What follows belongs to an exercise in optimizing a design on an open flow for small area, a short achievable clock period and few clock cycles; a production flow would make more cautious choices.
Where RTL was checked, it was by simulation tests only, not by an equivalence proof against the original.
Only the layout flow was run in run 3; the RTL was not checked for function there.
Power figures rest on the tool's default switching activity, not on a simulated workload.

===== design.v =====
module huffman(clk, reset, gray_data, gray_valid, CNT_valid, CNT1, CNT2, CNT3, CNT4, CNT5, CNT6,
    code_valid, HC1, HC2, HC3, HC4, HC5, HC6, M1, M2, M3, M4, M5, M6);
input clk;
input reset;
input gray_valid;
input [2:0] gray_data;
output reg CNT_valid;
output [7:0] CNT1, CNT2, CNT3, CNT4, CNT5, CNT6;
output reg code_valid;
output [7:0] HC1, HC2, HC3, HC4, HC5, HC6;
output [7:0] M1, M2, M3, M4, M5, M6;
reg        rq;                   
reg        mg;                   
reg        ph;                   
reg [6:1]  sa, sb;               
reg [6:0]  w   [1:6];            
reg [5:1]  mem [2:6];            
reg [4:0]  hc  [1:6];            
reg [4:1]  m   [1:6];            
integer i, j;
reg  [6:1] v;                    
always @(*) begin
	v[6] = 1'b1;
	for (i = 1; i <= 5; i = i + 1) begin
		v[i] = 1'b1;
		for (j = i + 1; j <= 6; j = j + 1)
			v[i] = v[i] & !mem[j][i];
	end
end
function inset;
	input integer i, s;
	begin
		inset = (s < i) ? mem[i][s] : 1'b0;
	end
endfunction
function lt7;
	input [6:0] a, b;
	integer n;
	reg br;
	begin
		br = 1'b0;
		for (n = 0; n < 7; n = n + 1)
			br = (~a[n] & b[n]) | (~a[n] & br) | (b[n] & br);
		lt7 = br;
	end
endfunction
reg [6:1] sm [1:6];
always @(*) begin
	for (i = 1; i <= 6; i = i + 1)
		sm[i][i] = 1'b0;
	for (i = 1; i <= 6; i = i + 1)
		for (j = i + 1; j <= 6; j = j + 1) begin
			sm[j][i] = v[i] && (!v[j] || lt7(w[i], w[j]));
			sm[i][j] = !sm[j][i];
		end
end
reg [6:1] r0, r1, dec;
always @(*) begin
	for (i = 1; i <= 6; i = i + 1) begin
		r0[i] = (sm[i] == 6'd0);
		r1[i] = (sm[i] != 6'd0) && ((sm[i] & (sm[i] - 6'd1)) == 6'd0);
		dec[i] = gray_valid && (gray_data == i);
	end
end
reg [6:0] wa, wb;
reg [6:1] sab, lo, in_a, in_ab, m0;
always @(*) begin
	wa = 7'd0;
	wb = 7'd0;
	sab = sa | sb;
	for (i = 1; i <= 6; i = i + 1) begin
		if (sa[i]) wa = wa | w[i];
		if (sb[i]) wb = wb | w[i];
		lo[i] = 1'b0;
		for (j = i + 1; j <= 6; j = j + 1)
			lo[i] = lo[i] | (sab[i] & sab[j]);
	end
	for (j = 1; j <= 6; j = j + 1) begin
		in_a[j]  = sa[j];
		in_ab[j] = sab[j];
		for (i = j + 1; i <= 6; i = i + 1) begin
			in_a[j]  = in_a[j]  | (sa[i]  & inset(i, j));
			in_ab[j] = in_ab[j] | (sab[i] & inset(i, j));
		end
	end
	for (i = 1; i <= 6; i = i + 1) begin
		m0[i] = !v[i];
		for (j = 1; j < i; j = j + 1)
			m0[i] = m0[i] | inset(i, j);
	end
end
wire [6:0] wsum = wa + wb + {6'd0, !mg};
wire wen = !mg || ph;
wire done = (v[5:1] == 5'd0);
assign CNT1 = {1'b0, w[1]};
assign CNT2 = {1'b0, w[2]};
assign CNT3 = {1'b0, w[3]};
assign CNT4 = {1'b0, w[4]};
assign CNT5 = {1'b0, w[5]};
assign CNT6 = {1'b0, w[6]};
assign HC1 = {3'd0, hc[1]};
assign HC2 = {3'd0, hc[2]};
assign HC3 = {3'd0, hc[3]};
assign HC4 = {3'd0, hc[4]};
assign HC5 = {3'd0, hc[5]};
assign HC6 = {3'd0, hc[6]};
assign M1 = {3'd0, m[1], 1'b1};
assign M2 = {3'd0, m[2], 1'b1};
assign M3 = {3'd0, m[3], 1'b1};
assign M4 = {3'd0, m[4], 1'b1};
assign M5 = {3'd0, m[5], 1'b1};
assign M6 = {3'd0, m[6], 1'b1};
always @(posedge clk) begin
	rq <= reset;
	if (reset) begin
		mg <= 1'b0;
		ph <= 1'b0;
	end else begin
		mg <= mg || (!rq && !gray_valid && sa != 6'd0);
		ph <= mg && !ph && !done;
	end
	CNT_valid <= !reset && !rq && !mg && !gray_valid && sa != 6'd0;
	code_valid <= !reset && mg && (done || (ph && v[5:1] == lo[5:1]));
	sa <= mg ? r0 : dec;
	sb <= mg ? r1 : 6'd0;
end
always @(posedge clk) begin
	for (i = 1; i <= 6; i = i + 1) begin
		if (rq)
			w[i] <= 7'd0;
		else if (wen && sab[i])
			w[i] <= wsum;
		for (j = 1; j < i; j = j + 1)
			if (rq)
				mem[i][j] <= 1'b0;
			else if (ph && sab[i] && in_ab[j])
				mem[i][j] <= 1'b1;
		if (rq) begin
			m[i]  <= 4'd0;
			hc[i] <= 5'd0;
		end else if (ph && in_ab[i]) begin
			m[i]  <= m[i] | {m[i][3:1], m0[i]};
			hc[i] <= hc[i] | ({5{in_a[i]}} & {m[i][3:1], m0[i], 1'b1} & ~{m[i], m0[i]});
		end
	end
end
endmodule

===== standard.sh =====
#!/bin/bash
# synth_recipe.tcl (not shown) runs the flow's synth.tcl, then flattens the netlist and writes it again
# the make line also repeats each setting of config.mk as NAME=value (left out here)
make -C /OpenROAD-flow-scripts/flow DESIGN_CONFIG=/design/flow/config.mk WORK_HOME=/design/flow/orfs CLKGATE_MAP_FILE= SYNTH_SCRIPT=/design/flow/synth_recipe.tcl "${@:-finish}"

===== config.mk =====
export PLATFORM = sky130hd
export DESIGN_NAME = huffman
export DESIGN_NICKNAME = huffman
export VERILOG_FILES = /design/flow/design.v
export SDC_FILE = /design/flow/constraint.sdc
export NUM_CORES = 4
export LEC_CHECK = 0
export ABC_CLOCK_PERIOD_IN_PS = 2800
export CAP_MARGIN = 20
export CORE_MARGIN = 2
export CORE_UTILIZATION = 65
export SLEW_MARGIN = 20

===== constraint.sdc =====
create_clock -name core_clock -period 9.0 [get_ports {clk}]
set_input_delay 1.8000 -clock core_clock [delete_from_list [all_inputs] [get_ports {clk}]]
set_output_delay 1.8000 -clock core_clock [all_outputs]
set_load 0.01 [all_outputs]

===== flow/run.sh =====
#!/bin/bash
# The standard layout, with each port buffered by a plain buffer (buf_2) instead of the
# delay-cell buffer buffer_ports picks by default, a clock tree of fewer, larger clusters
# without dummy loads, one tie cell per constant instead of one per port, and timing repair aimed at a 2.8 ns period.
# Full make output goes to flow.log here; each ORFS step's log is under orfs/logs/.
set -euo pipefail
export BUFFER_PORTS_ARGS="-buffer_cell sky130_fd_sc_hd__buf_2"
export CTS_ARGS="-sink_clustering_enable -repair_clock_nets -sink_clustering_size 30 -sink_clustering_max_diameter 100 -root_buf sky130_fd_sc_hd__clkbuf_16 -buf_list {sky130_fd_sc_hd__clkbuf_4 sky130_fd_sc_hd__clkbuf_8} -dont_use_dummy_load"
bash standard.sh SETUP_SLACK_MARGIN=6.2 SKIP_REPAIR_TIE_FANOUT=1 finish > flow.log 2>&1

==> results.cfg, run 1 <==
[outcome]
status = no timing/DRC/antenna violations

[grt]
grt_first_pass_wirelength_mm = 38.5
first_global_vias = 7312
grt.total_usage_pct = 38.4
largest_net_degree_at_the_start_of_global_routing = 113
grt_antenna_before_repair = 0
grt_overflow = 0

[floorplanning]
floorplan.die.height_um = 112
std_cell_rows = 39
chipWidth_um = 112
die_area_um2 = 12600
core_region_area_um2 = 11400
floorplan.initialDensity_pct = 66.5
io-pin-count = 152

[placement]
io_buffer_count = 103
dp.final_hpwl_mm = 16.9
routabilityCongestion = 0.990

[power]
cell_internal_pwr_w = 0.000950
power_density_nw_per_um2 = 179
irDropWorstVdd_v = 0.000168
p_sw_share_pct = 36.4
power.total_w = 0.00149
switching_power_total_w = 0.000544
p_clk_share_pct = 25.4
seq_power_share_pct = 43.3
power.share.combinational_pct = 31.3
p_leak_nw = 3.35

[hold_path]
hold_path_class = flip-flop to flip-flop

[finish]
syn_to_final_growth_pct = 10.0
final_common_cell = sky130_fd_sc_hd__nor2_1
drive_gt1_share_pct = 23.8
nFillCells = 870
finish.net_count = 1038
diodes = 0
mostFrequentLayoutCells = sky130_fd_sc_hd__nor2_1, sky130_fd_sc_hd__buf_2, sky130_fd_sc_hd__a21oi_1, sky130_fd_sc_hd__dfxtp_1, sky130_fd_sc_hd__inv_1

[yosys]
ys_seq_elements = 128
synth_enable_flop_cells = 0
yosysWarnings = 6
gate_count_after_technology_mapping = 1001
async_reset_ff_share_pct = 0
synth_cell_types = 76
syn-cell-area_um2 = 7590
synthFlopType = sky130_fd_sc_hd__dfxtp_1
synth_area_per_inst_um2 = 7.58
synth_seq_area_share_pct = 33.8
synth.net_count = 1014

[sta]
tns_ns = 0
timing_worst_slew_pin_value_ns = 1.21
slew_violations = 0
period_minus_slack_ns = 2.81
finClkSkew_ns = 0.0220
slew_headroom_pct = 19.1
final_cycle_share_pct = 31.2
fmax_mhz = 356
grt_setup_unrepaired = yes
final_hold_viol_count = 0
finalSetupViolCount = 0

[setup_path]
path_class = flip-flop to output port
regToRegEndpoint = w[4][6]
timing.critical_path.arrival_ns = 1.01
cell_with_the_largest_stage_delay_on_the_worst_path = sky130_fd_sc_hd__dfxtp_2
cell_breakdown_of_the_critical_path = buf_2
cp_delay_by_family_top = flip-flops
cp_max_fo = 8
worst-r2r-setup-slack_ns = 6.25
endpoint = CNT6[5]
worstReg2RegStart = sb[2]
critical_path_depth = 1
critPathMaxStageDelay_ns = 0.47
critPathLaunch = w[6][5]
worstSetupStartpointType = flip-flop
worst_r2r_path_depth = 12
data_required_time_of_the_worst_path_ns = 7.20
timing.critical_path.buf_inv = 1
timing.critical_path.to_type = output port

[detailed_routing]
post_drt_via_cell_ratio = 6.82
final_antenna_net_count = 0
drt_pre_antenna_iters = 9
routed_wire_length_per_instance_um = 21.5
detail_route.drc_violations = 0
vias = 7950
dr.first_iter.drc_count = 1229
total_detailed_routing_wirelength_mm = 25.1

[cts]
htreeDepth = 4
cts_hold_repair.buffers = 0
cts_num_sinks = 128
cts_root_buffer = sky130_fd_sc_hd__clkbuf_16
cts_buffer_depth = 2
clk-insertion-delay-late_ns = 0.38
clock_buffers_created_by_tritoncts = 17
worst_setup_hold_path_clk_slew_ns = 0.07
clock_tree_from_tritoncts = yes

[flow_run]
cap_viol_max_count = 0
area by class of cell:
| class | count | area, um2 | area share, % |
|---|---|---|---|
| multi-input combinational | 700 | 4340 | 51.9 |
| sequential | 128 | 2730 | 32.7 |
| timing repair buffer | 115 | 626 | 7.49 |
| clock buffer | 17 | 245 | 2.94 |
| inverter | 63 | 236 | 2.83 |
| tap | 143 | 179 | 2.14 |
state kept, by name, summed over array words and instances, names as in the netlist, 6 cells and up:
name  cells
hc       30
w        42
m        24
sa        6
sb        6
mem      15
per-stage QoR:
step                std cells  util (%)  area (um2)  hold WS (ns)  setup WS (ns)
floorplan                1001         -        7590         0.494           6.26
global placement         1137      67.4        7700         0.441           5.90
detailed placement       1137      67.4        7700         0.449           5.82
CTS                      1154      70.5        8060         0.466           6.17
global route             1166      73.2        8350         0.490           6.15
finish                   1166      73.2        8350         0.466           6.19
worst min path at each step:
stage	from	to	slack, ns	cells after the start
after floorplan	mem[5][0]	mem[5][0]	0.49	2
after global placement	hc[1][2]	hc[1][2]	0.44	2
after detailed placement	hc[2][4]	hc[2][4]	0.45	2
after CTS	hc[2][4]	hc[2][4]	0.47	2
after global routing	hc[1][3]	hc[1][3]	0.49	2
final	hc[2][4]	hc[2][4]	0.47	2
timing repair:
action                                  4_1_cts  5_1_grt
endpoints found under the setup margin       77       45
buffers inserted                              0        9
gates resized for setup                      67       54
pin swaps                                     0        9
routing by layer:
layer / global-route usage, % / share of wire (%) / vias up
met1: 48.9 / 38 / 3671
met5: 0 / 0 / -
met3: 11.0 / 12 / 162
met4: 17.4 / 5.2 / 0
li1: - / - / 3544
met2: 61.1 / 45 / 573
cells by family after synthesis:
kind of cell	Yosys count	synth area share, %
xor+xnor	13	1.50
flops	128	33.8
simple gates	347	21.5
mux	5	0.676
compound gates	295	26.0
other cells	2	0.0989
buf+inv	173	10.9
fa+ha+maj	38	5.60
power groups by stage:
stage	Combinational (W)	Sequential (W)	Clock [W]
5_1_grt	0.000503	0.000647	0.000399
4_1_cts	0.000413	0.000649	0.000373
3_3_place_gp	0.000401	0.000659	0
3_5_place_dp	0.000407	0.000659	0
6_report	0.000468	0.000646	0.000380
2_1_floorplan	0.000352	0.000617	0
cell usage after synthesis (6+ instances only):
cell type | instances | area share [%]
sky130_fd_sc_hd__o21ai_0 | 28 | 1.8
sky130_fd_sc_hd__dfxtp_1 | 128 | 34
sky130_fd_sc_hd__a2111oi_0 | 6 | 0.69
sky130_fd_sc_hd__a21o_1 | 6 | 0.59
sky130_fd_sc_hd__o31ai_1 | 11 | 1.1
sky130_fd_sc_hd__nand2_1 | 48 | 2.4
sky130_fd_sc_hd__a22oi_1 | 43 | 4.3
sky130_fd_sc_hd__a31oi_1 | 34 | 2.8
sky130_fd_sc_hd__o211ai_1 | 6 | 0.59
sky130_fd_sc_hd__o22ai_1 | 8 | 0.66
sky130_fd_sc_hd__xnor2_1 | 9 | 1.0
sky130_fd_sc_hd__nor2_1 | 168 | 8.3
sky130_fd_sc_hd__buf_4 | 48 | 4.7
sky130_fd_sc_hd__a211oi_1 | 22 | 2.2
sky130_fd_sc_hd__a21oi_1 | 89 | 5.9
sky130_fd_sc_hd__nand3_1 | 18 | 1.2
sky130_fd_sc_hd__inv_1 | 61 | 3.0
sky130_fd_sc_hd__or2_2 | 9 | 0.74
sky130_fd_sc_hd__maj3_2 | 10 | 1.5
sky130_fd_sc_hd__nor3_1 | 20 | 1.3
sky130_fd_sc_hd__nor4_1 | 9 | 0.74
sky130_fd_sc_hd__clkbuf_1 | 60 | 3.0
sky130_fd_sc_hd__a221oi_1 | 7 | 0.81
sky130_fd_sc_hd__maj3_1 | 21 | 2.8
sky130_fd_sc_hd__nor2b_1 | 25 | 2.1
sky130_fd_sc_hd__nand2b_1 | 18 | 1.5
Testbench counts, summed over its fixed seeds: cycles 27,112.
==> run 2, diff against run 1 <==
--- a/config.mk
+++ b/config.mk
@@ -9,4 +9,5 @@
 export CAP_MARGIN = 20
 export CORE_MARGIN = 2
 export CORE_UTILIZATION = 65
+export PLACE_DENSITY = 0.8
 export SLEW_MARGIN = 20
==> results.cfg, run 2 <==
[hold_path]
hp-start = hc[5][3]
worst_hold_path.endpoint = hc[5][3]
hold_depth = 2
hold_path_class = flip-flop to flip-flop

[yosys]
synth.most_common_cell = sky130_fd_sc_hd__nor2_1
syn-cell-area_um2 = 7590
synth_seq_area_share_pct = 33.8
synth.net_count = 1014
gate_count_after_technology_mapping = 1001
cell_types_occupying_the_most_area_after_synthesis = sky130_fd_sc_hd__dfxtp_1, sky130_fd_sc_hd__nor2_1, sky130_fd_sc_hd__a21oi_1, sky130_fd_sc_hd__buf_4, sky130_fd_sc_hd__a22oi_1
async_reset_ff_share_pct = 0
synth_top_area_share_pct = 33.8
synth_commonest_cells = sky130_fd_sc_hd__nor2_1, sky130_fd_sc_hd__dfxtp_1, sky130_fd_sc_hd__a21oi_1
synthFlopType = sky130_fd_sc_hd__dfxtp_1
ys_seq_elements = 128
synth_enable_flop_cells = 0
synth_cell_types = 76
synth_area_per_inst_um2 = 7.58
yosysWarnings = 6
synth.largest_area_cell = sky130_fd_sc_hd__dfxtp_1

[placement]
routabilityCongestion = 1.02
io_buffer_count = 103
placement.cell_area_um2 = 7720
dp.final_hpwl_mm = 15.4

[setup_path]
cell_breakdown_of_the_critical_path = buf_4, buf_2
path_class = flip-flop to output port
timing.critical_path.to_type = output port
worstSetupStartpointType = flip-flop
worst-r2r-setup-slack_ns = 6.23
timing.critical_path.arrival_ns = 1.02
worst_r2r_path_depth = 9
data_required_time_of_the_worst_path_ns = 7.20
worstReg2RegStart = w[1][0]
cell_with_the_largest_stage_delay_on_the_worst_path = sky130_fd_sc_hd__dfxtp_4
cp_max_fo = 9
regToRegEndpoint = sb[2]
critPathMaxStageDelay_ns = 0.38

[cts]
cts_num_sinks = 128
worst_setup_hold_path_clk_slew_ns = 0.08
clock_buffers_created_by_tritoncts = 17
cts_hold_repair.buffers = 0
clock_tree_from_tritoncts = yes
clk-insertion-delay-late_ns = 0.37
cts_root_buffer = sky130_fd_sc_hd__clkbuf_16
htreeDepth = 4
cts_buffer_depth = 2

[grt]
grt_antenna_before_repair = 0
grt_first_pass_wirelength_mm = 35.5
largest_net_degree_at_the_start_of_global_routing = 113
grt_overflow = 0
grt.total_usage_pct = 35.3
first_global_vias = 6672

[detailed_routing]
dr.first_iter.drc_count = 874
final_antenna_net_count = 0
vias = 7590
total_detailed_routing_wirelength_mm = 22.6
routed_wire_length_per_instance_um = 19.4
detail_route.drc_violations = 0
post_drt_via_cell_ratio = 6.52
drt_pre_antenna_iters = 6

[power]
irDropWorstVdd_v = 0.000173
p_leak_nw = 3.31
power_density_nw_per_um2 = 177

[sta]
tns_ns = 0
slew_violations = 0
slew_headroom_pct = 21.8
finClkSkew_ns = 0.0288
period_minus_slack_ns = 2.82
finalSetupViolCount = 0
fmax_mhz = 355
timing_worst_slew_pin_value_ns = 1.17
grt_setup_unrepaired = yes
final_cycle_share_pct = 31.3
final_hold_viol_count = 0

[floorplanning]
io-pin-count = 152
std_cell_rows = 39
floorplan.die.height_um = 112
core_region_area_um2 = 11400
floorplan.initialDensity_pct = 66.5
chipWidth_um = 112
die_area_um2 = 12600

[finish]
largest_reg_flops = 42
drive_gt1_share_pct = 23.4
fin_area_um2 = 8290
diodes = 0
final_common_cell = sky130_fd_sc_hd__nor2_1
mostFrequentLayoutCells = sky130_fd_sc_hd__nor2_1, sky130_fd_sc_hd__buf_2, sky130_fd_sc_hd__a21oi_1, sky130_fd_sc_hd__dfxtp_1, sky130_fd_sc_hd__inv_1
largest_registers_in_the_final_layout = w x42, hc x30, m x24
max_flop_register = w
syn_to_final_growth_pct = 9.15
finish.net_count = 1036
nFillCells = 916

[outcome]
status = no timing/DRC/antenna violations

[flow_run]
cap_viol_max_count = 0
[run 2: through the flow]
step	hold slack [ns]	power [W]	std cells	setup WS [ns]	utilization, %
after CTS	0.467	0.00143	1157	6.17	70.7
after detailed placement	0.451	0.00106	1140	5.85	67.6
after global placement	0.442	0.00106	1140	5.96	67.6
after floorplan	0.494	0.000968	1001	6.26	-
final	0.464	0.00147	1164	6.18	72.6
after global routing	0.487	0.00154	1164	6.12	72.6
[run 2: metal layers]
metal  share of wire [%]  GRT usage, %
met1                  41          49.9
met2                  43          53.5
met3                  12          10.1
met4                 3.1          9.27
met5                   0             0
[run 2: how the worst max path moves through the flow]
stage	slack [ns]	cells after the start	start	end
after global placement	5.96	12	sa[6]	w[6][6]
after detailed placement	5.85	12	sa[6]	w[6][6]
after CTS	6.17	12	sb[4]	w[3][6]
after floorplan	6.26	13	sa[6]	w[1][6]
final	6.18	2	w[1][0]	CNT1[0]
after global routing	6.12	13	sa[6]	w[6][6]
[run 2: worst max-delay path: cells and delay by family (launching register included)]
kind,cells,cell delay (ns)
flops,1,0.38
buf+inv,2,0.27
[run 2: repair_timing]
action                                 in CTS  in global routing
endpoints found under the hold margin       0                  0
resized for setup                          65                 45
cloned                                      0                  0
setup buffers                               0                  7
pin swaps                                   2                 14
setup endpoints to repair                  64                 41
[run 2: logic make-up (layout without fill, tap and decap cells)]
logic type,after synthesis,after routing,synth area share (%)
and+or+nand+nor,347,347,21.5
AOI/OAI and AO/OA,295,295,26.0
buffers and inverters,173,193,10.9
DFF,128,128,33.8
adders and majority gates,38,38,5.60
xor gates and xnor gates,13,13,1.50
muxes,5,5,0.676
other,2,2,0.0989
[run 2: layout make-up]
type	instances	area, um2	area share, %
Tap cell	143	179	2.16
Sequential cell	128	2720	32.8
Clock buffer	17	245	2.96
Multi-Input combinational cell	700	4320	52.1
Timing Repair Buffer	113	594	7.17
Inverter	63	236	2.85
[run 2: power by group]
part	internal, W	switching (W)
sequential	0.000584	0.0000597
combinational	0.000186	0.000274
clock	0.000177	0.000189
total	0.000948	0.000523
==> run 3, diff against run 2 <==
--- a/design.v
+++ b/design.v
@@ -39,9 +39,9 @@
 	reg br;
 	begin
 		br = 1'b0;
-		for (n = 0; n < 7; n = n + 1)
+		for (n = 0; n < 6; n = n + 1)
 			br = (~a[n] & b[n]) | (~a[n] & br) | (b[n] & br);
-		lt7 = br;
+		lt7 = ~a[6] & (b[6] | br);
 	end
 endfunction
 reg [6:1] sm [1:6];
==> results.cfg, run 3 <==
[finish]
post_layout_nonfiller_instances = 1132
mostFrequentLayoutCells = sky130_fd_sc_hd__nor2_1, sky130_fd_sc_hd__buf_2, sky130_fd_sc_hd__a21oi_1, sky130_fd_sc_hd__dfxtp_1, sky130_fd_sc_hd__inv_1
largest_registers_in_the_final_layout = w x42, hc x30, m x24
syn_to_final_growth_pct = 8.58
largest_reg_flops = 42
drive_gt1_share_pct = 22.1
finish.net_count = 1004
max_flop_register = w
diodes = 0
final_common_cell = sky130_fd_sc_hd__nor2_1

[yosys]
synth.net_count = 984
synth.most_common_cell = sky130_fd_sc_hd__nor2_1
ys_seq_elements = 128
synth_top_family_by_area = compound AO/OA/AOI/OAI gates
yosys.area_share.xor_xnor_pct = 1.40
synth_area_per_inst_um2 = 7.73
synth_enable_flop_cells = 0
synth_seq_area_share_pct = 34.1
async_reset_ff_share_pct = 0
synthFlopType = sky130_fd_sc_hd__dfxtp_1
synth.largest_area_cell = sky130_fd_sc_hd__dfxtp_1
gate_count_after_technology_mapping = 971
cell_types_occupying_the_most_area_after_synthesis = sky130_fd_sc_hd__dfxtp_1, sky130_fd_sc_hd__nor2_1, sky130_fd_sc_hd__a21oi_1, sky130_fd_sc_hd__buf_4, sky130_fd_sc_hd__a22oi_1
yosysWarnings = 6
compound_gate_portion_of_the_synthesized_area_pct = 24.1
synth_cell_types = 74
synth_commonest_cells = sky130_fd_sc_hd__nor2_1, sky130_fd_sc_hd__dfxtp_1, sky130_fd_sc_hd__a21oi_1
synth_simple_gate_area_share_pct = 20.5
synth_adder_area_share_pct = 5.85
synth_mux_area_share_pct = 2.67
synth_top_area_share_pct = 34.1
syn-cell-area_um2 = 7510

[floorplanning]
floorplan.die.height_um = 111
floorplan.initialDensity_pct = 66.3
core_region_area_um2 = 11300
std_cell_rows = 39
chipWidth_um = 111
io-pin-count = 152
die_area_um2 = 12400

[detailed_routing]
dr.first_iter.drc_count = 1290
vias = 7538
final_antenna_net_count = 0
routed_wire_length_per_instance_um = 21.4
total_detailed_routing_wirelength_mm = 24.2
detail_route.drc_violations = 0
post_drt_via_cell_ratio = 6.66
drt_pre_antenna_iters = 9

[sta]
slew_headroom_pct = 22.3
grt_setup_unrepaired = no
tns_ns = 0
timing_worst_slew_pin_value_ns = 1.16
finalSetupViolCount = 0
final_cycle_share_pct = 31.1
period_minus_slack_ns = 2.80
final_hold_viol_count = 0
finClkSkew_ns = 0.0187
fmax_mhz = 358
holdWs_ns = 0.468
slew_violations = 0

[power]
p_clk_share_pct = 27.0
power_density_nw_per_um2 = 168
cell_internal_pwr_w = 0.000899
switching_power_total_w = 0.000470
p_leak_nw = 3.29
seq_power_share_pct = 45.8
p_sw_share_pct = 34.3
irDropWorstVdd_v = 0.000139
power.share.combinational_pct = 27.2
power.total_w = 0.00137

[cts]
clk-insertion-delay-late_ns = 0.37
worst_setup_hold_path_clk_slew_ns = 0.06
cts_hold_repair.buffers = 0
clock_tree_from_tritoncts = yes
cts_root_buffer = sky130_fd_sc_hd__clkbuf_16
cts_buffer_depth = 2
cts_num_sinks = 128
htreeDepth = 4
clock_buffers_created_by_tritoncts = 17

[setup_path]
data_required_time_of_the_worst_path_ns = 7.20
timing.critical_path.to_type = output port
worst-r2r-setup-slack_ns = 6.30
cell_breakdown_of_the_critical_path = buf_2
timing.critical_path.buf_inv = 1
cp_max_fo = 6
timing.critical_path.arrival_ns = 1.00
cp_delay_by_family_top = flip-flops
worstSetupStartpointType = flip-flop
path_class = flip-flop to output port
critPathMaxStageDelay_ns = 0.46
cell_with_the_largest_stage_delay_on_the_worst_path = sky130_fd_sc_hd__dfxtp_2

[flow_run]
cap_viol_max_count = 0

[placement]
io_buffer_count = 103
dp.final_hpwl_mm = 16.8
dp_cells = 1105
routabilityCongestion = 1.03

[outcome]
status = no timing/DRC/antenna violations

[grt]
grt_overflow = 0
grt_antenna_before_repair = 0
grt.total_usage_pct = 38.1
grt_first_pass_wirelength_mm = 37.4
largest_net_degree_at_the_start_of_global_routing = 83
first_global_vias = 6606

[hold_path]
hold_path_class = flip-flop to flip-flop
run 3: final timing paths:
kind	endpoint	from	cells past startpoint
max reg2reg	sb[5]	w[5][1]	8
min	hc[6][1]	hc[6][1]	2
min reg2reg	hc[6][1]	hc[6][1]	2
max	CNT5[3]	w[5][3]	1
run 3: through the flow:
stage	setup WS [ns]	instance area, um2	utilization [%]
after CTS	6.21	7990	70.6
after global placement	5.98	7600	67.2
after detailed placement	5.90	7600	67.2
final	6.20	8150	72.0
after floorplan	6.22	7510	-
after global routing	6.19	8150	72.0
run 3: kinds of logic (layout without fill, tap and decap cells):
family	after synthesis	count (layout)
other cells	2	2
simple gates	329	329
xor+xnor	12	12
fa+ha+maj	40	40
buf+inv	176	194
compound gates	264	264
flops	128	128
mux	20	20
run 3: cell type report:
cell class,count,area [um2]
Multi-Input combinational cell,667,4170
Fill cell,966,3170
Sequential cell,128,2730
Timing Repair Buffer,114,598
Clock buffer,17,245
Inverter,63,236
Tap cell,143,179
run 3: repair_timing:
item,CTS,global route
setup endpoints to repair,55,30
gates resized for setup,77,25
pin swaps,1,5
buffers inserted,1,9
run 3: power by group through the flow:
stage	clock (W)	sequential, W	combinational [W]
after detailed placement	0	0.000638	0.000347
final	0.000369	0.000627	0.000373
after global routing	0.000401	0.000627	0.000400
after CTS	0.000375	0.000623	0.000350
after global placement	0	0.000638	0.000346
after floorplan	0	0.000612	0.000290
run 3: metal layers:
layer	vias to the layer above	global-route usage [%]	wire length [um]
li1	3408	-	-
met1	3490	53.8	9820
met2	540	54.2	10200
met3	100	10.8	3040
met4	0	17.4	1120
met5	-	0	0
==> run 4, diff against run 3 <==
--- a/design.v
+++ b/design.v
@@ -39,9 +39,9 @@
 	reg br;
 	begin
 		br = 1'b0;
-		for (n = 0; n < 6; n = n + 1)
+		for (n = 0; n < 7; n = n + 1)
 			br = (~a[n] & b[n]) | (~a[n] & br) | (b[n] & br);
-		lt7 = ~a[6] & (b[6] | br);
+		lt7 = br;
 	end
 endfunction
 reg [6:1] sm [1:6];
==> flow/run.sh (replaced) <==
#!/bin/bash
# The standard layout, with each port buffered by a plain buffer (buf_2) instead of the
# delay-cell buffer buffer_ports picks by default, a clock tree of fewer, larger clusters
# without dummy loads, one tie cell per constant instead of one per port, and timing repair aimed at a 3.0 ns period.
# Full make output goes to flow.log here; each ORFS step's log is under orfs/logs/.
set -euo pipefail
export BUFFER_PORTS_ARGS="-buffer_cell sky130_fd_sc_hd__buf_2"
export CTS_ARGS="-sink_clustering_enable -repair_clock_nets -sink_clustering_size 30 -sink_clustering_max_diameter 100 -root_buf sky130_fd_sc_hd__clkbuf_16 -buf_list {sky130_fd_sc_hd__clkbuf_4 sky130_fd_sc_hd__clkbuf_8} -dont_use_dummy_load"
bash standard.sh SETUP_SLACK_MARGIN=6.0 SKIP_REPAIR_TIE_FANOUT=1 finish > flow.log 2>&1
--- a/config.mk
+++ b/config.mk
@@ -9,5 +9,4 @@
 export CAP_MARGIN = 20
 export CORE_MARGIN = 2
 export CORE_UTILIZATION = 65
-export PLACE_DENSITY = 0.8
 export SLEW_MARGIN = 20
==> results.cfg, run 4 <==
[cts]
htreeDepth = 4
clock_buffers_created_by_tritoncts = 17
clock_tree_from_tritoncts = yes
worst_setup_hold_path_clk_slew_ns = 0.07
cts_buffer_depth = 2
cts_root_buffer = sky130_fd_sc_hd__clkbuf_16
clk-insertion-delay-late_ns = 0.38
cts_num_sinks = 128
post_cts_buffers = 0

[yosys]
gate_count_after_technology_mapping = 1001
synth_top_family_by_area = compound AO/OA/AOI/OAI gates
synth.net_count = 1014
yosys.area_share.xor_xnor_pct = 1.50
synth.largest_area_cell = sky130_fd_sc_hd__dfxtp_1
synth_top_area_share_pct = 33.8
synth.most_common_cell = sky130_fd_sc_hd__nor2_1
synth_commonest_cells = sky130_fd_sc_hd__nor2_1, sky130_fd_sc_hd__dfxtp_1, sky130_fd_sc_hd__a21oi_1
async_reset_ff_share_pct = 0
synthFlopType = sky130_fd_sc_hd__dfxtp_1
synth_simple_gate_area_share_pct = 21.5
synth_enable_flop_cells = 0
ys_seq_elements = 128
syn-cell-area_um2 = 7590
compound_gate_portion_of_the_synthesized_area_pct = 26.0
synth_mux_area_share_pct = 0.676
synth_seq_area_share_pct = 33.8
cell_types_occupying_the_most_area_after_synthesis = sky130_fd_sc_hd__dfxtp_1, sky130_fd_sc_hd__nor2_1, sky130_fd_sc_hd__a21oi_1, sky130_fd_sc_hd__buf_4, sky130_fd_sc_hd__a22oi_1
synth_adder_area_share_pct = 5.60
synth_cell_types = 76
yosysWarnings = 6
synth_area_per_inst_um2 = 7.58

[placement]
dp.final_hpwl_mm = 16.9
io_buffer_count = 103
routabilityCongestion = 0.990

[sta]
finalSetupViolCount = 0
slew_headroom_pct = 25.5
finClkSkew_ns = 0.0243
timing_worst_slew_pin_value_ns = 1.11
fmax_mhz = 332
tns_ns = 0
final_hold_viol_count = 0
holdWs_ns = 0.466
slew_violations = 0
final_cycle_share_pct = 33.5
grt_setup_unrepaired = yes
period_minus_slack_ns = 3.02

[grt]
grt_first_pass_wirelength_mm = 38.0
grt_overflow = 0
largest_net_degree_at_the_start_of_global_routing = 113
grt_antenna_before_repair = 0
grt.total_usage_pct = 38.1
first_global_vias = 7200

[power]
power_density_nw_per_um2 = 181
irDropWorstVdd_v = 0.000168
p_leak_nw = 3.24
power.total_w = 0.00146

[floorplanning]
std_cell_rows = 39
floorplan.die.height_um = 112
die_area_um2 = 12600
io-pin-count = 152
chipWidth_um = 112
floorplan.initialDensity_pct = 66.5
core_region_area_um2 = 11400

[finish]
largest_reg_flops = 42
diodes = 0
final_common_cell = sky130_fd_sc_hd__nor2_1
nFillCells = 915
largest_registers_in_the_final_layout = w x42, hc x30, m x24
drive_gt1_share_pct = 18.2
multiInputGateArea_um2 = 4240
ff_latch_area_um2 = 2590
max_flop_register = w
mostFrequentLayoutCells = sky130_fd_sc_hd__nor2_1, sky130_fd_sc_hd__dfxtp_1, sky130_fd_sc_hd__buf_2, sky130_fd_sc_hd__a21oi_1, sky130_fd_sc_hd__inv_1
finish.net_count = 1029
syn_to_final_growth_pct = 6.03

[setup_path]
cell_breakdown_of_the_critical_path = a22oi_1, nand2_1, a221oi_1, fa_1, fa_1, nor2b_1, o21ai_0, nand2b_1, a21o_1, a21oi_1, xnor2_2, a211oi_1
worstSetupStartpointType = flip-flop
most_numerous_cell_on_the_critical_path = sky130_fd_sc_hd__fa_1
data_required_time_of_the_worst_path_ns = 9.20
timing.critical_path.arrival_ns = 3.22
critPathMaxStageDelay_ns = 0.63
timing.critical_path.to_type = flip-flop
path_class = flip-flop to flip-flop
cell_with_the_largest_stage_delay_on_the_worst_path = sky130_fd_sc_hd__dfxtp_1
cp_max_fo = 8

[detailed_routing]
drt_pre_antenna_iters = 6
dr.first_iter.drc_count = 971
post_drt_via_cell_ratio = 6.76
routed_wire_length_per_instance_um = 21.0
total_detailed_routing_wirelength_mm = 24.3
final_antenna_net_count = 0
detail_route.drc_violations = 0
vias = 7826

[hold_path]
hold_path_class = flip-flop to flip-flop

[outcome]
status = no timing/DRC/antenna violations

[flow_run]
cap_viol_max_count = 0
run 4: changes by cell type after synthesis, sizes merged, moves of 6 or more:
cell / change
nor3: +6
o21ai: +14
a21oi: +12
nand2: +14
o31ai: +8
mux2i: -16
run 4: cells by family after synthesis:
kind of cell | after synthesis
and+or+nand+nor | 347
AOI/OAI and AO/OA | 295
buffers and inverters | 173
DFF | 128
adders and majority gates | 38
xor gates and xnor gates | 13
muxes | 5
other | 2
run 4: worst paths after layout:
check                           startpoint  endpoint  slack [ns]  cells past startpoint
worst max-delay path                 sb[1]   w[4][6]        5.98                     12
worst min-delay path              hc[2][4]  hc[2][4]        0.47                      2
worst max register to register       sb[1]   w[4][6]        5.98                     12
worst min register to register    hc[2][4]  hc[2][4]        0.47                      2
run 4: layer usage:
metal  up-vias  routed length (um)  track usage (%)
li1       3511                   -                -
met1      3606                9410             49.1
met2       579               10900             60.6
met3       130                2900             10.2
met4         0                1140             16.4
met5         -                   0                0
run 4: worst max-delay path: cells and delay by family (launching register included):
kind / cells / cell delay [ns]
AOI/OAI and AO/OA: 6 / 0.67
DFF: 1 / 0.63
adders and majority gates: 2 / 0.90
and+or+nand+nor: 3 / 0.38
xor gates and xnor gates: 1 / 0.27
run 4: layout make-up:
class / count / area share [%]
Tap cell: 143 / 2.22
Clock buffer: 17 / 3.05
Timing Repair Buffer: 106 / 6.93
Multi-Input combinational cell: 700 / 52.7
Inverter: 63 / 2.94
Sequential cell: 128 / 32.2
run 4: metrics by stage:
step | worst slack, ns | cell area, um2 | std cells | util (%)
floorplan | 6.26 | 7590 | 1001 | -
global placement | 5.90 | 7700 | 1137 | 67.4
detailed placement | 5.82 | 7700 | 1137 | 67.4
CTS | 6.00 | 7960 | 1154 | 69.7
global route | 5.89 | 8050 | 1157 | 70.5
finish | 5.98 | 8050 | 1157 | 70.5
run 4: power breakdown:
part	internal, W	switching, W
Combinational	0.000172	0.000264
Sequential	0.000585	0.0000626
Clock	0.000177	0.000198
Total	0.000935	0.000524
run 4: what timing repair did:
item,4_1_cts,5_1_grt
gates resized for setup,11,17
hold buffers,0,0
endpoints found under the setup margin,17,25
Testbench counts of run 4, summed over its fixed seeds: cycles 27,112.
==> run 5, diff against run 4 <==
==> flow/run.sh (replaced) <==
#!/bin/bash
# The standard layout, with each port buffered by a plain buffer (buf_2) instead of the
# delay-cell buffer buffer_ports picks by default, a clock tree of fewer, larger clusters
# without dummy loads, one tie cell per constant instead of one per port, and timing repair aimed at a 2.9 ns period.
# Full make output goes to flow.log here; each ORFS step's log is under orfs/logs/.
set -euo pipefail
export BUFFER_PORTS_ARGS="-buffer_cell sky130_fd_sc_hd__buf_2"
export CTS_ARGS="-sink_clustering_enable -repair_clock_nets -sink_clustering_size 30 -sink_clustering_max_diameter 100 -root_buf sky130_fd_sc_hd__clkbuf_16 -buf_list {sky130_fd_sc_hd__clkbuf_4 sky130_fd_sc_hd__clkbuf_8} -dont_use_dummy_load"
bash standard.sh SETUP_SLACK_MARGIN=6.1 SKIP_REPAIR_TIE_FANOUT=1 finish > flow.log 2>&1
==> results.cfg, run 5 <==
[grt]
first_global_vias = 7243
grtUsageMet1_pct = 48.9
grt.met2_usage_pct = 60.7
largest_net_degree_at_the_start_of_global_routing = 113
grt.total_usage_pct = 38.1
globalRoute.busiestLayer = met2
grt_overflow = 0
grt_antenna_before_repair = 0
groute.layer.met3.usage_pct = 10.6
grt_first_pass_wirelength_mm = 38.1

[finish]
mostFrequentLayoutCells = sky130_fd_sc_hd__nor2_1, sky130_fd_sc_hd__buf_2, sky130_fd_sc_hd__a21oi_1, sky130_fd_sc_hd__dfxtp_1, sky130_fd_sc_hd__inv_1
nFillCells = 899
finish.net_count = 1028
largest_registers_in_the_final_layout = w x42, hc x30, m x24
post_layout_nonfiller_instances = 1156
syn_to_final_growth_pct = 6.95
diodes = 0
drive_gt1_share_pct = 21.8
largest_reg_flops = 42
max_flop_register = w
final_common_cell = sky130_fd_sc_hd__nor2_1
ff_latch_area_um2 = 2640
multiInputGateArea_um2 = 4270

[detailed_routing]
post_drt_via_cell_ratio = 6.77
routed_wire_length_per_instance_um = 21.4
detail_route.drc_violations = 0
vias = 7821
drt_pre_antenna_iters = 9
dr.first_iter.drc_count = 1058
total_detailed_routing_wirelength_mm = 24.7
final_antenna_net_count = 0

[yosys]
synth.largest_area_cell = sky130_fd_sc_hd__dfxtp_1
synth.most_common_cell = sky130_fd_sc_hd__nor2_1
yosysWarnings = 6
synth.net_count = 1014
synth_top_area_share_pct = 33.8
gate_count_after_technology_mapping = 1001
async_reset_ff_share_pct = 0
ys_seq_elements = 128
synth_seq_area_share_pct = 33.8
synth_area_per_inst_um2 = 7.58
synth_commonest_cells = sky130_fd_sc_hd__nor2_1, sky130_fd_sc_hd__dfxtp_1, sky130_fd_sc_hd__a21oi_1
synth_cell_types = 76
synth_enable_flop_cells = 0
synthFlopType = sky130_fd_sc_hd__dfxtp_1
syn-cell-area_um2 = 7590
cell_types_occupying_the_most_area_after_synthesis = sky130_fd_sc_hd__dfxtp_1, sky130_fd_sc_hd__nor2_1, sky130_fd_sc_hd__a21oi_1, sky130_fd_sc_hd__buf_4, sky130_fd_sc_hd__a22oi_1

[outcome]
status = no timing/DRC/antenna violations

[sta]
slew_headroom_pct = 22.1
grt_setup_unrepaired = yes
fmax_mhz = 347
timing_worst_slew_pin_value_ns = 1.16
period_minus_slack_ns = 2.88
final_cycle_share_pct = 32.0
slew_violations = 0
finClkSkew_ns = 0.0234
final_hold_viol_count = 0
tns_ns = 0
finalSetupViolCount = 0

[setup_path]
cp_max_fo = 14
critPathMaxStageDelay_ns = 0.51
regToRegEndpoint = w[6][5]
timing.critical_path.to_type = output port
cell_with_the_largest_stage_delay_on_the_worst_path = sky130_fd_sc_hd__dfxtp_2
timing.critical_path.arrival_ns = 1.08
data_required_time_of_the_worst_path_ns = 7.20
cp_delay_by_family_top = flip-flops
worstSetupStartpointType = flip-flop
cell_breakdown_of_the_critical_path = buf_2
worst-r2r-setup-slack_ns = 6.18
worstReg2RegStart = sa[5]
path_class = flip-flop to output port
worst_r2r_path_depth = 12
timing.critical_path.buf_inv = 1

[hold_path]
hold_path_class = flip-flop to flip-flop
hp-start = hc[2][4]
hold_depth = 2
worst_hold_path.endpoint = hc[2][4]

[cts]
worst_setup_hold_path_clk_slew_ns = 0.07
clock_buffers_created_by_tritoncts = 17
cts_num_sinks = 128
post_cts_buffers = 0
htreeDepth = 4
clk-insertion-delay-late_ns = 0.38
cts_buffer_depth = 2
cts_hold_repair.buffers = 0
cts_root_buffer = sky130_fd_sc_hd__clkbuf_16
clock_tree_from_tritoncts = yes

[flow_run]
cap_viol_max_count = 0

[power]
p_leak_nw = 3.25
power_density_nw_per_um2 = 181
irDropWorstVdd_v = 0.000160

[floorplanning]
std_cell_rows = 39
floorplan.die.height_um = 112
die_area_um2 = 12600
chipWidth_um = 112
core_region_area_um2 = 11400
io-pin-count = 152
floorplan.initialDensity_pct = 66.5

[placement]
routabilityCongestion = 0.990
dp_cells = 1137
io_buffer_count = 103
dp.final_hpwl_mm = 16.9
-- run 5: cell counts after synthesis --
No cell type changed its count.
-- run 5: cell families after synthesis --
kind of cell,after synthesis,synth area share [%]
AO/OA/AOI/OAI,295,26.0
XOR/XNOR,13,1.50
adder cells (fa/ha/maj),38,5.60
buffers and inverters,173,10.9
flip-flops,128,33.8
multiplexers,5,0.676
other,2,0.0989
AND/OR/NAND/NOR,347,21.5
-- run 5: metal layers --
metal	share of wire (%)	wire length, um	up-vias
li1	-	-	3506
met5	0	0	-
met2	45	11200	586
met1	38	9510	3605
met3	12	2940	124
met4	4.5	1110	0
-- run 5: repair_timing --
item / 4_1_cts / 5_1_grt
resized for setup: 34 / 34
setup endpoints to repair: 40 / 41
pin swaps: 0 / 2
cloned: 0 / 0
endpoints found under the hold margin: 0 / 0
-- run 5: final cells by class --
class / count / share of cell area [%]
Timing Repair Buffer: 105 / 6.78
Tap cell: 143 / 2.20
Multi-Input combinational cell: 700 / 52.6
Inverter: 63 / 2.91
Clock buffer: 17 / 3.02
Sequential cell: 128 / 32.5
-- run 5: how the worst max path moves through the flow --
stage,start,to,cells past startpoint
floorplan,sa[6],w[1][6],13
global placement,sa[6],w[6][6],12
detailed placement,sa[6],w[4][6],12
CTS,sa[4],w[4][6],12
global route,sa[6],w[6][5],12
finish,w[1][6],CNT1[6],1
-- run 5: worst register-to-register path, stage by stage (launching register included) --
cell and delay, ns:
sky130_fd_sc_hd__dfxtp_2 0.45, sky130_fd_sc_hd__a22oi_1 0.21, sky130_fd_sc_hd__and3_1 0.23, sky130_fd_sc_hd__inv_1 0.07
sky130_fd_sc_hd__ha_1 0.31, sky130_fd_sc_hd__nor2b_1 0.15, sky130_fd_sc_hd__o21ai_0 0.18, sky130_fd_sc_hd__nand2b_1 0.12
sky130_fd_sc_hd__a21o_1 0.20, sky130_fd_sc_hd__a21oi_1 0.27, sky130_fd_sc_hd__xnor2_2 0.21, sky130_fd_sc_hd__nand2_1 0.10
sky130_fd_sc_hd__a21oi_1 0.20
-- run 5: where the power goes --
group	total, W	internal [W]	switching, W	leakage, nW
clock	0.000379	0.000178	0.000201	0.127
combinational	0.000440	0.000174	0.000266	2.07
sequential	0.000651	0.000587	0.0000641	1.06
total	0.00147	0.000939	0.000531	3.25
-- run 5: metrics by stage --
step / worst slack (ns) / power (W) / util (%) / hold WS [ns] / cell area (um2)
final: 6.12 / 0.00147 / 71.1 / 0.466 / 8120
after global routing: 6.04 / 0.00153 / 71.1 / 0.490 / 8120
after CTS: 6.09 / 0.00143 / 69.9 / 0.466 / 7990
after detailed placement: 5.82 / 0.00107 / 67.4 / 0.449 / 7700
after global placement: 5.90 / 0.00106 / 67.4 / 0.441 / 7700
after floorplan: 6.26 / 0.000968 / - / 0.494 / 7590
==> run 6, diff against run 5 <==
==> flow/run.sh (replaced) <==
#!/bin/bash
# The standard layout, with each port buffered by a plain buffer (buf_1) instead of the
# delay-cell buffer buffer_ports picks by default, a clock tree of fewer, larger clusters
# without dummy loads, one tie cell per constant instead of one per port, and timing repair aimed at a 2.8 ns period.
# Full make output goes to flow.log here; each ORFS step's log is under orfs/logs/.
set -euo pipefail
export BUFFER_PORTS_ARGS="-buffer_cell sky130_fd_sc_hd__buf_1"
export CTS_ARGS="-sink_clustering_enable -repair_clock_nets -sink_clustering_size 30 -sink_clustering_max_diameter 100 -root_buf sky130_fd_sc_hd__clkbuf_16 -buf_list {sky130_fd_sc_hd__clkbuf_4 sky130_fd_sc_hd__clkbuf_8} -dont_use_dummy_load"
bash standard.sh SETUP_SLACK_MARGIN=6.2 SKIP_REPAIR_TIE_FANOUT=1 finish > flow.log 2>&1
--- a/config.mk
+++ b/config.mk
@@ -9,4 +9,5 @@
 export CAP_MARGIN = 20
 export CORE_MARGIN = 2
 export CORE_UTILIZATION = 65
+export PLACE_DENSITY = 0.8
 export SLEW_MARGIN = 20
==> results.cfg, run 6 <==
[yosys]
synthFlopType = sky130_fd_sc_hd__dfxtp_1
syn-cell-area_um2 = 7590
gate_count_after_technology_mapping = 1001
ys_seq_elements = 128
synth_simple_gate_area_share_pct = 21.5
synth_seq_area_share_pct = 33.8
synth_mux_area_share_pct = 0.676
yosys.area_share.xor_xnor_pct = 1.50
synth_adder_area_share_pct = 5.60
synth_area_per_inst_um2 = 7.58
synth_enable_flop_cells = 0
cell_types_occupying_the_most_area_after_synthesis = sky130_fd_sc_hd__dfxtp_1, sky130_fd_sc_hd__nor2_1, sky130_fd_sc_hd__a21oi_1, sky130_fd_sc_hd__buf_4, sky130_fd_sc_hd__a22oi_1
synth_top_area_share_pct = 33.8
synth_commonest_cells = sky130_fd_sc_hd__nor2_1, sky130_fd_sc_hd__dfxtp_1, sky130_fd_sc_hd__a21oi_1
synth_cell_types = 76
synth.net_count = 1014
synth.most_common_cell = sky130_fd_sc_hd__nor2_1
synth.largest_area_cell = sky130_fd_sc_hd__dfxtp_1
compound_gate_portion_of_the_synthesized_area_pct = 26.0
yosysWarnings = 6
async_reset_ff_share_pct = 0
synth_top_family_by_area = compound AO/OA/AOI/OAI gates

[sta]
period_minus_slack_ns = 2.79
final_cycle_share_pct = 31.0
fmax_mhz = 358
finClkSkew_ns = 0.0287
finalWorstSetupSlack_ns = 6.21
timing_worst_slew_pin_value_ns = 1.15
final_hold_viol_count = 0
slew_headroom_pct = 23.1
tns_ns = 0
slew_violations = 0
finalSetupViolCount = 0
grt_setup_unrepaired = yes

[grt]
grt_overflow = 0
grt.total_usage_pct = 35.7
first_global_vias = 6886
largest_net_degree_at_the_start_of_global_routing = 96
grt_first_pass_wirelength_mm = 36.1
grt_antenna_before_repair = 0

[finish]
largest_registers_in_the_final_layout = w x42, hc x30, m x24
mostFrequentLayoutCells = sky130_fd_sc_hd__nor2_1, sky130_fd_sc_hd__buf_1, sky130_fd_sc_hd__a21oi_1, sky130_fd_sc_hd__dfxtp_1, sky130_fd_sc_hd__inv_1
finish.net_count = 1047
max_flop_register = w
diodes = 0
syn_to_final_growth_pct = 8.87
largest_reg_flops = 42
nFillCells = 955
drive_gt1_share_pct = 14.7
final_common_cell = sky130_fd_sc_hd__nor2_1
fin_area_um2 = 8270

[placement]
dp_slack_ns = 5.91
dp.final_hpwl_mm = 15.3
placement.cell_area_um2 = 7580
routabilityCongestion = 0.947
io_buffer_count = 103

[setup_path]
data_required_time_of_the_worst_path_ns = 7.20
worstSetupStartpointType = flip-flop
path_class = flip-flop to output port
timing.critical_path.buf_inv = 1
cp_max_fo = 9
timing.critical_path.arrival_ns = 0.99
cell_with_the_largest_stage_delay_on_the_worst_path = sky130_fd_sc_hd__dfxtp_2
critPathMaxStageDelay_ns = 0.46
cell_breakdown_of_the_critical_path = buf_1
timing.critical_path.to_type = output port
cp_delay_by_family_top = flip-flops

[floorplanning]
chipWidth_um = 112
std_cell_rows = 39
floorplan.die.height_um = 112
core_region_area_um2 = 11400
io-pin-count = 152
die_area_um2 = 12600
floorplan.initialDensity_pct = 66.5

[detailed_routing]
drt_pre_antenna_iters = 8
detail_route.drc_violations = 0
post_drt_via_cell_ratio = 6.47
final_antenna_net_count = 0
dr.first_iter.drc_count = 1131
total_detailed_routing_wirelength_mm = 22.5
routed_wire_length_per_instance_um = 19.1
vias = 7605

[power]
seq_power_share_pct = 42.7
p_sw_share_pct = 35.5
p_leak_nw = 2.94
cell_internal_pwr_w = 0.000966
p_clk_share_pct = 24.4
power.share.combinational_pct = 32.9
switching_power_total_w = 0.000532
power.total_w = 0.00150
power_density_nw_per_um2 = 181
irDropWorstVdd_v = 0.000195

[outcome]
status = no timing/DRC/antenna violations

[cts]
clock_tree_from_tritoncts = yes
clk-insertion-delay-late_ns = 0.37
clock_buffers_created_by_tritoncts = 17
htreeDepth = 4
cts_hold_repair.buffers = 0
cts_num_sinks = 128
cts_root_buffer = sky130_fd_sc_hd__clkbuf_16
cts_buffer_depth = 2
worst_setup_hold_path_clk_slew_ns = 0.06

[flow_run]
cap_viol_max_count = 0

[hold_path]
hold_path_class = flip-flop to flip-flop
run 6: through the flow:
stage,instances,hold WS (ns),utilization (%)
after floorplan,1001,0.494,-
after global routing,1175,0.483,72.4
after detailed placement,1138,0.456,66.3
after CTS,1156,0.472,69.6
final,1175,0.466,72.4
after global placement,1138,0.447,66.3
run 6: power groups by stage:
stage	Sequential (W)	Combinational (W)	Clock, W
final	0.000640	0.000492	0.000365
after global routing	0.000640	0.000533	0.000393
after CTS	0.000641	0.000424	0.000369
after detailed placement	0.000651	0.000409	0
after global placement	0.000651	0.000408	0
after floorplan	0.000617	0.000352	0
run 6: tightest hold or removal path, delay by kind of cell, from the launching register on:
| family | cells | cell delay, ns |
|---|---|---|
| DFF | 1 | 0.32 |
| and+or+nand+nor | 1 | 0.07 |
| AOI/OAI and AO/OA | 1 | 0.04 |
run 6: metal layers:
| layer | global-route usage (%) | share of wire (%) |
|---|---|---|
| met5 | 0 | 0 |
| met4 | 16.2 | 3.3 |
| met3 | 10.0 | 11 |
| met2 | 52.4 | 43 |
| met1 | 49.1 | 42 |
run 6: final timing paths:
check                           startpoint       end  slack [ns]  depth (start not counted)
worst max register to register     w[4][0]     sa[6]        6.24                          9
worst min-delay path              hc[1][2]  hc[1][2]        0.47                          2
worst max-delay path               w[2][6]   CNT2[6]        6.21                          1
worst min register to register    hc[1][2]  hc[1][2]        0.47                          2
run 6: final cells by class:
cell class              instances  area [um2]  area share, %
multi-input cells             700        4320           52.3
flip-flops and latches        128        2730           33.0
repair buffers                124         551           6.66
clock buffers                  17         245           2.97
inverters                      63         236           2.86
well taps                     143         179           2.16
run 6: logic make-up after synthesis:
group | Yosys count
muxes | 5
AOI/OAI and AO/OA | 295
xor gates and xnor gates | 13
adders and majority gates | 38
buffers and inverters | 173
DFF | 128
other | 2
and+or+nand+nor | 347
run 6: repair_timing:
action	4_1_cts	5_1_grt
gates resized for setup	65	61
setup buffers	1	18
pin swaps	2	15
setup endpoints to repair	60	63
==> run 7, diff against run 6 <==
--- a/design.v
+++ b/design.v
@@ -39,9 +39,9 @@
 	reg br;
 	begin
 		br = 1'b0;
-		for (n = 0; n < 7; n = n + 1)
+		for (n = 0; n < 6; n = n + 1)
 			br = (~a[n] & b[n]) | (~a[n] & br) | (b[n] & br);
-		lt7 = br;
+		lt7 = ~a[6] & (b[6] | br);
 	end
 endfunction
 reg [6:1] sm [1:6];
@@ -89,7 +89,8 @@
 			m0[i] = m0[i] | inset(i, j);
 	end
 end
-wire [6:0] wsum = wa + wb + {6'd0, !mg};
+wire [6:0] wlo = wa[5:0] + wb[5:0] + {5'd0, !mg};
+wire [6:0] wsum = {wa[6] | wb[6] | wlo[6], wlo[5:0]};
 wire wen = !mg || ph;
 wire done = (v[5:1] == 5'd0);
 assign CNT1 = {1'b0, w[1]};
--- a/config.mk
+++ b/config.mk
@@ -11,3 +11,4 @@
 export CORE_UTILIZATION = 65
 export PLACE_DENSITY = 0.8
 export SLEW_MARGIN = 20
+export TNS_END_PERCENT = 30
==> results.cfg, run 7 <==
[outcome]
status = no timing/DRC/antenna violations

[setup_path]
data_required_time_of_the_worst_path_ns = 7.20
path_class = flip-flop to output port
timing.critical_path.to_type = output port
cp_max_fo = 9
worstSetupStartpointType = flip-flop
cell_with_the_largest_stage_delay_on_the_worst_path = sky130_fd_sc_hd__dfxtp_1
critPathMaxStageDelay_ns = 0.51
cell_breakdown_of_the_critical_path = buf_1
timing.critical_path.buf_inv = 1
cp_delay_by_family_top = flip-flops
timing.critical_path.arrival_ns = 1.08

[floorplanning]
floorplan.die.height_um = 110
chipWidth_um = 110
floorplan.initialDensity_pct = 67.1
io-pin-count = 152
std_cell_rows = 38
die_area_um2 = 12100
core_region_area_um2 = 10900

[cts]
clock_buffers_created_by_tritoncts = 17
cts_root_buffer = sky130_fd_sc_hd__clkbuf_16
cts_hold_repair.buffers = 0
cts_buffer_depth = 2
cts_num_sinks = 128
htreeDepth = 4
worst_setup_hold_path_clk_slew_ns = 0.07
clk-insertion-delay-late_ns = 0.36
clock_tree_from_tritoncts = yes

[finish]
drive_gt1_share_pct = 9.54
mostFrequentLayoutCells = sky130_fd_sc_hd__nor2_1, sky130_fd_sc_hd__buf_1, sky130_fd_sc_hd__a21oi_1, sky130_fd_sc_hd__dfxtp_1, sky130_fd_sc_hd__inv_1
diodes = 0
ff_latch_area_um2 = 2660
largest_reg_flops = 42
multiInputGateArea_um2 = 3970
fin_area_um2 = 7690
largest_registers_in_the_final_layout = w x42, hc x30, m x24
finish.net_count = 990
syn_to_final_growth_pct = 5.35
max_flop_register = w
final_common_cell = sky130_fd_sc_hd__nor2_1
post_layout_nonfiller_instances = 1115
nFillCells = 933

[sta]
final_hold_viol_count = 0
grt_setup_unrepaired = yes
fmax_mhz = 348
slew_headroom_pct = 24.3
slew_violations = 0
final_cycle_share_pct = 32.0
finalSetupViolCount = 0
timing_worst_slew_pin_value_ns = 1.13
period_minus_slack_ns = 2.88
finClkSkew_ns = 0.0281
tns_ns = 0

[yosys]
synth_mux_area_share_pct = 1.80
synthFlopType = sky130_fd_sc_hd__dfxtp_1
synth_commonest_cells = sky130_fd_sc_hd__nor2_1, sky130_fd_sc_hd__dfxtp_1, sky130_fd_sc_hd__a21oi_1
compound_gate_portion_of_the_synthesized_area_pct = 26.1
yosys.area_share.xor_xnor_pct = 1.44
gate_count_after_technology_mapping = 961
synth_seq_area_share_pct = 35.1
synth_enable_flop_cells = 0
synth_top_area_share_pct = 35.1
synth_simple_gate_area_share_pct = 19.0
cell_types_occupying_the_most_area_after_synthesis = sky130_fd_sc_hd__dfxtp_1, sky130_fd_sc_hd__nor2_1, sky130_fd_sc_hd__a21oi_1, sky130_fd_sc_hd__buf_4, sky130_fd_sc_hd__a22oi_1
synth.net_count = 974
synth_area_per_inst_um2 = 7.60
synth_top_family_by_area = compound AO/OA/AOI/OAI gates
synth_adder_area_share_pct = 5.21
ys_seq_elements = 128
yosysWarnings = 6
synth.most_common_cell = sky130_fd_sc_hd__nor2_1
synth.largest_area_cell = sky130_fd_sc_hd__dfxtp_1
async_reset_ff_share_pct = 0
syn-cell-area_um2 = 7300
synth_cell_types = 70

[power]
irDropWorstVdd_v = 0.000147
power_density_nw_per_um2 = 172
power.total_w = 0.00132
p_leak_nw = 2.71

[detailed_routing]
final_antenna_net_count = 0
dr.first_iter.drc_count = 1081
total_detailed_routing_wirelength_mm = 21.4
vias = 7254
routed_wire_length_per_instance_um = 19.2
post_drt_via_cell_ratio = 6.51
drt_pre_antenna_iters = 6
detail_route.drc_violations = 0

[placement]
routabilityCongestion = 0.983
dp.final_hpwl_mm = 15.0
io_buffer_count = 103
dp_cells = 1095
placement.cell_area_um2 = 7280

[grt]
first_global_vias = 6298
grt_overflow = 0
grt_first_pass_wirelength_mm = 33.3
grt_antenna_before_repair = 0
grt.total_usage_pct = 36.0
largest_net_degree_at_the_start_of_global_routing = 107

[hold_path]
hold_path_class = flip-flop to flip-flop

[flow_run]
cap_viol_max_count = 0
[run 7: path summary, 6_finish.rpt]
kind / slack [ns] / to / cells after the start / start
max reg2reg: 6.22 / w[1][2] / 6 / sa[3]
max: 6.12 / CNT5[5] / 1 / w[5][5]
min reg2reg: 0.47 / hc[3][0] / 2 / hc[3][0]
min: 0.47 / hc[3][0] / 2 / hc[3][0]
[run 7: cell families after synthesis]
logic type               count (synthesis)
AO/OA/AOI/OAI                          292
AND/OR/NAND/NOR                        309
XOR/XNOR                                12
buffers and inverters                  171
adder cells (fa/ha/maj)                 34
flip-flops                             128
multiplexers                            13
other                                    2
[run 7: worst reg2reg max path: cells and delay by family (launching register included)]
family | cells | cell delay, ns
mux | 1 | 0.17
simple gates | 1 | 0.11
flops | 1 | 0.67
fa+ha+maj | 2 | 0.95
xor+xnor | 1 | 0.61
compound gates | 1 | 0.18
[run 7: final cells by class]
type | instances | share of cell area, %
multi-input combinational | 662 | 51.5
clock buffer | 17 | 3.19
sequential | 128 | 34.6
inverter | 61 | 2.98
tap | 140 | 2.28
timing repair buffer | 107 | 5.43
[run 7: metal layers]
layer	up-vias	track usage (%)	part of all wire, %
met4	0	13.7	3.4
met2	484	52.3	42
met1	3333	50.0	42
li1	3356	-	-
met3	81	11.2	13
met5	-	0	0
[run 7: where the power goes]
part / total (W) / internal, W / leakage (nW) / switching [W]
clock network: 0.000368 / 0.000177 / 0.127 / 0.000191
logic: 0.000333 / 0.000135 / 1.52 / 0.000198
registers: 0.000622 / 0.000578 / 1.06 / 0.0000439
[run 7: repair_timing]
| item | in CTS | in global routing |
|---|---|---|
| resized for setup | 29 | 39 |
| pin swaps | 0 | 3 |
| endpoints found under the setup margin | 63 | 73 |
| setup buffers | 0 | 3 |
[run 7: per-stage QoR]
| step | hold slack [ns] | worst slack (ns) | utilization (%) |
|---|---|---|---|
| floorplan | 0.490 | 6.41 | - |
| global placement | 0.445 | 6.10 | 66.8 |
| detailed placement | 0.457 | 6.09 | 66.8 |
| CTS | 0.468 | 6.08 | 69.6 |
| global route | 0.490 | 6.09 | 70.7 |
| finish | 0.469 | 6.12 | 70.7 |
Testbench counts of run 7, summed over its fixed seeds: cycles 27,112.
==> run 8, diff against run 7 <==
--- a/config.mk
+++ b/config.mk
@@ -11,4 +11,3 @@
 export CORE_UTILIZATION = 65
 export PLACE_DENSITY = 0.8
 export SLEW_MARGIN = 20
-export TNS_END_PERCENT = 30
==> results.cfg, run 8 <==
[outcome]
status = no timing/DRC/antenna violations

[setup_path]
timing.critical_path.to_type = output port
data_required_time_of_the_worst_path_ns = 7.20
timing.critical_path.buf_inv = 1
critPathMaxStageDelay_ns = 0.47
cell_breakdown_of_the_critical_path = buf_1
cp_max_fo = 4
worst-r2r-setup-slack_ns = 6.27
cp_delay_by_family_top = flip-flops
cell_with_the_largest_stage_delay_on_the_worst_path = sky130_fd_sc_hd__dfxtp_1
timing.critical_path.arrival_ns = 1.01
worstSetupStartpointType = flip-flop
path_class = flip-flop to output port

[cts]
clock_buffers_created_by_tritoncts = 17
cts_buffer_depth = 2
clock_tree_from_tritoncts = yes
worst_setup_hold_path_clk_slew_ns = 0.07
cts_num_sinks = 128
cts_root_buffer = sky130_fd_sc_hd__clkbuf_16
htreeDepth = 4
clk-insertion-delay-late_ns = 0.37

[placement]
placement.cell_area_um2 = 7280
io_buffer_count = 103
dp.final_hpwl_mm = 15.0
routabilityCongestion = 0.983

[floorplanning]
floorplan.initialDensity_pct = 67.1
chipWidth_um = 110
floorplan.die.height_um = 110
io-pin-count = 152
core_region_area_um2 = 10900
die_area_um2 = 12100
std_cell_rows = 38

[yosys]
synth_commonest_cells = sky130_fd_sc_hd__nor2_1, sky130_fd_sc_hd__dfxtp_1, sky130_fd_sc_hd__a21oi_1
synth_area_per_inst_um2 = 7.60
synth_top_area_share_pct = 35.1
gate_count_after_technology_mapping = 961
synth.net_count = 974
yosysWarnings = 6
synthFlopType = sky130_fd_sc_hd__dfxtp_1
synth_cell_types = 70
ys_seq_elements = 128
cell_types_occupying_the_most_area_after_synthesis = sky130_fd_sc_hd__dfxtp_1, sky130_fd_sc_hd__nor2_1, sky130_fd_sc_hd__a21oi_1, sky130_fd_sc_hd__buf_4, sky130_fd_sc_hd__a22oi_1
synth_enable_flop_cells = 0
synth_seq_area_share_pct = 35.1
syn-cell-area_um2 = 7300
synth.most_common_cell = sky130_fd_sc_hd__nor2_1
synth.largest_area_cell = sky130_fd_sc_hd__dfxtp_1
async_reset_ff_share_pct = 0

[finish]
fin_area_um2 = 7790
largest_reg_flops = 42
diodes = 0
largest_registers_in_the_final_layout = w x42, hc x30, m x24
syn_to_final_growth_pct = 6.70
max_flop_register = w
mostFrequentLayoutCells = sky130_fd_sc_hd__nor2_1, sky130_fd_sc_hd__buf_1, sky130_fd_sc_hd__a21oi_1, sky130_fd_sc_hd__dfxtp_1, sky130_fd_sc_hd__inv_1
fin_util_pct = 71.6
drive_gt1_share_pct = 12.2
final_common_cell = sky130_fd_sc_hd__nor2_1
finish.net_count = 996

[sta]
final_cycle_share_pct = 31.3
tns_ns = 0
period_minus_slack_ns = 2.81
slew_headroom_pct = 23.4
grt_setup_unrepaired = yes
finClkSkew_ns = 0.0283
slew_violations = 0
timing_worst_slew_pin_value_ns = 1.14
finalSetupViolCount = 0
fmax_mhz = 355
final_hold_viol_count = 0

[detailed_routing]
detail_route.drc_violations = 0
dr.first_iter.drc_count = 1041
post_drt_via_cell_ratio = 6.55
routed_wire_length_per_instance_um = 19.4
total_detailed_routing_wirelength_mm = 21.7
drt_pre_antenna_iters = 9
final_antenna_net_count = 0
vias = 7344

[power]
irDropWorstVdd_v = 0.000148
power.total_w = 0.00133
power_density_nw_per_um2 = 170
p_leak_nw = 2.77

[grt]
grt.total_usage_pct = 36.1
largest_net_degree_at_the_start_of_global_routing = 107
grt_overflow = 0
grt_first_pass_wirelength_mm = 33.3
first_global_vias = 6322
grt_antenna_before_repair = 0

[flow_run]
cap_viol_max_count = 0

[hold_path]
hold_path_class = flip-flop to flip-flop
[run 8: cell types whose count changed in the layout (fill, tap and decap cells not counted), sizes merged]
| cell | delta |
|---|---|
| buf | +1 |
| clkbuf | +5 |
[run 8: repair_timing]
item	CTS	global route
pin swaps	1	3
setup endpoints to repair	63	57
resized for setup	56	42
buffers inserted	0	9
hold buffers	0	0
[run 8: per-stage QoR]
step           std cells  hold WS, ns  setup slack (ns)
2_1_floorplan        961        0.490              6.41
3_3_place_gp        1095        0.445              6.10
3_5_place_dp        1095        0.457              6.09
4_1_cts             1112        0.468              6.13
5_1_grt             1121        0.490              6.16
6_report            1121        0.469              6.19
[run 8: per-layer routing]
metal / share of wire [%] / vias up / global-route usage (%)
met5: 0 / - / 0
met4: 3.9 / 0 / 14.4
met3: 13 / 89 / 11.1
met2: 42 / 503 / 52.1
met1: 41 / 3384 / 50.1
li1: - / 3368 / -
[run 8: worst paths after layout]
path	from	end	cells past startpoint
max	w[4][6]	CNT4[6]	1
min	hc[3][0]	hc[3][0]	2
max reg2reg	w[2][0]	sb[2]	9
min reg2reg	hc[3][0]	hc[3][0]	2
[run 8: area by class of cell]
class | count | area, um2
multi-input cells | 662 | 3970
fillers | 912 | 3100
flip-flops and latches | 128 | 2700
repair buffers | 113 | 469
clock buffers | 17 | 245
inverters | 61 | 229
well taps | 140 | 175
[run 8: power breakdown]
part | total [W] | internal, W | leakage (nW) | switching (W)
Sequential | 0.000621 | 0.000577 | 1.07 | 0.0000438
Combinational | 0.000335 | 0.000135 | 1.58 | 0.000200
Clock | 0.000370 | 0.000178 | 0.127 | 0.000193
[run 8: cells by family (layout without fill, tap and decap cells)]
group	after synthesis	in the layout	share of synthesized area, %
flip-flops	128	128	35.1
AO/OA/AOI/OAI	292	292	26.1
XOR/XNOR	12	12	1.44
other	2	2	0.103
buffers and inverters	171	191	11.3
AND/OR/NAND/NOR	309	309	19.0
multiplexers	13	13	1.80
adder cells (fa/ha/maj)	34	34	5.21
[run 8: tightest hold or removal path, delay by kind of cell (launching register included)]
family             cells  cell delay [ns]
DFF                    1             0.33
and+or+nand+nor        1             0.07
AOI/OAI and AO/OA      1             0.04

-- static timing again, ports no longer ideal --
Ports are ideal in the flow. The routed layouts listed here were re-timed in OpenROAD.
Step 1: set_driving_cell puts a clkbuf_16 on clk and a buf_2 on each other input, an assumption about the parent block.
Step 2 also shifts input and output timing later by t, the mid clock arrival at the registers, as if the neighbouring blocks saw the same clock.
a / b / c = ideal / step 1 / step 2; a / b = the first two.
| run | t (ns) | slack for setup (ns) | hold WS [ns] |
|---|---|---|---|
| run 1 | 0.406 | 6.190 / 6.148 / 6.249 | 0.466 / 0.466 / 0.466 |
| run 2 | 0.401 | 6.184 / 6.142 / 6.227 | 0.464 / 0.464 / 0.464 |
| run 3 | 0.402 | 6.204 / 6.160 / 6.279 | 0.468 / 0.468 / 0.468 |
| run 4 | 0.408 | 5.985 / 5.945 / 5.985 | 0.466 / 0.466 / 0.466 |
| run 5 | 0.408 | 6.122 / 6.078 / 6.180 | 0.466 / 0.466 / 0.466 |
| run 6 | 0.399 | 6.206 / 6.165 / 6.245 | 0.466 / 0.466 / 0.466 |
| run 7 | 0.391 | 6.124 / 6.084 / 6.224 | 0.469 / 0.469 / 0.469 |
| run 8 | 0.396 | 6.187 / 6.145 / 6.275 | 0.469 / 0.469 / 0.469 |
After both steps setup and hold are still met in every run listed.
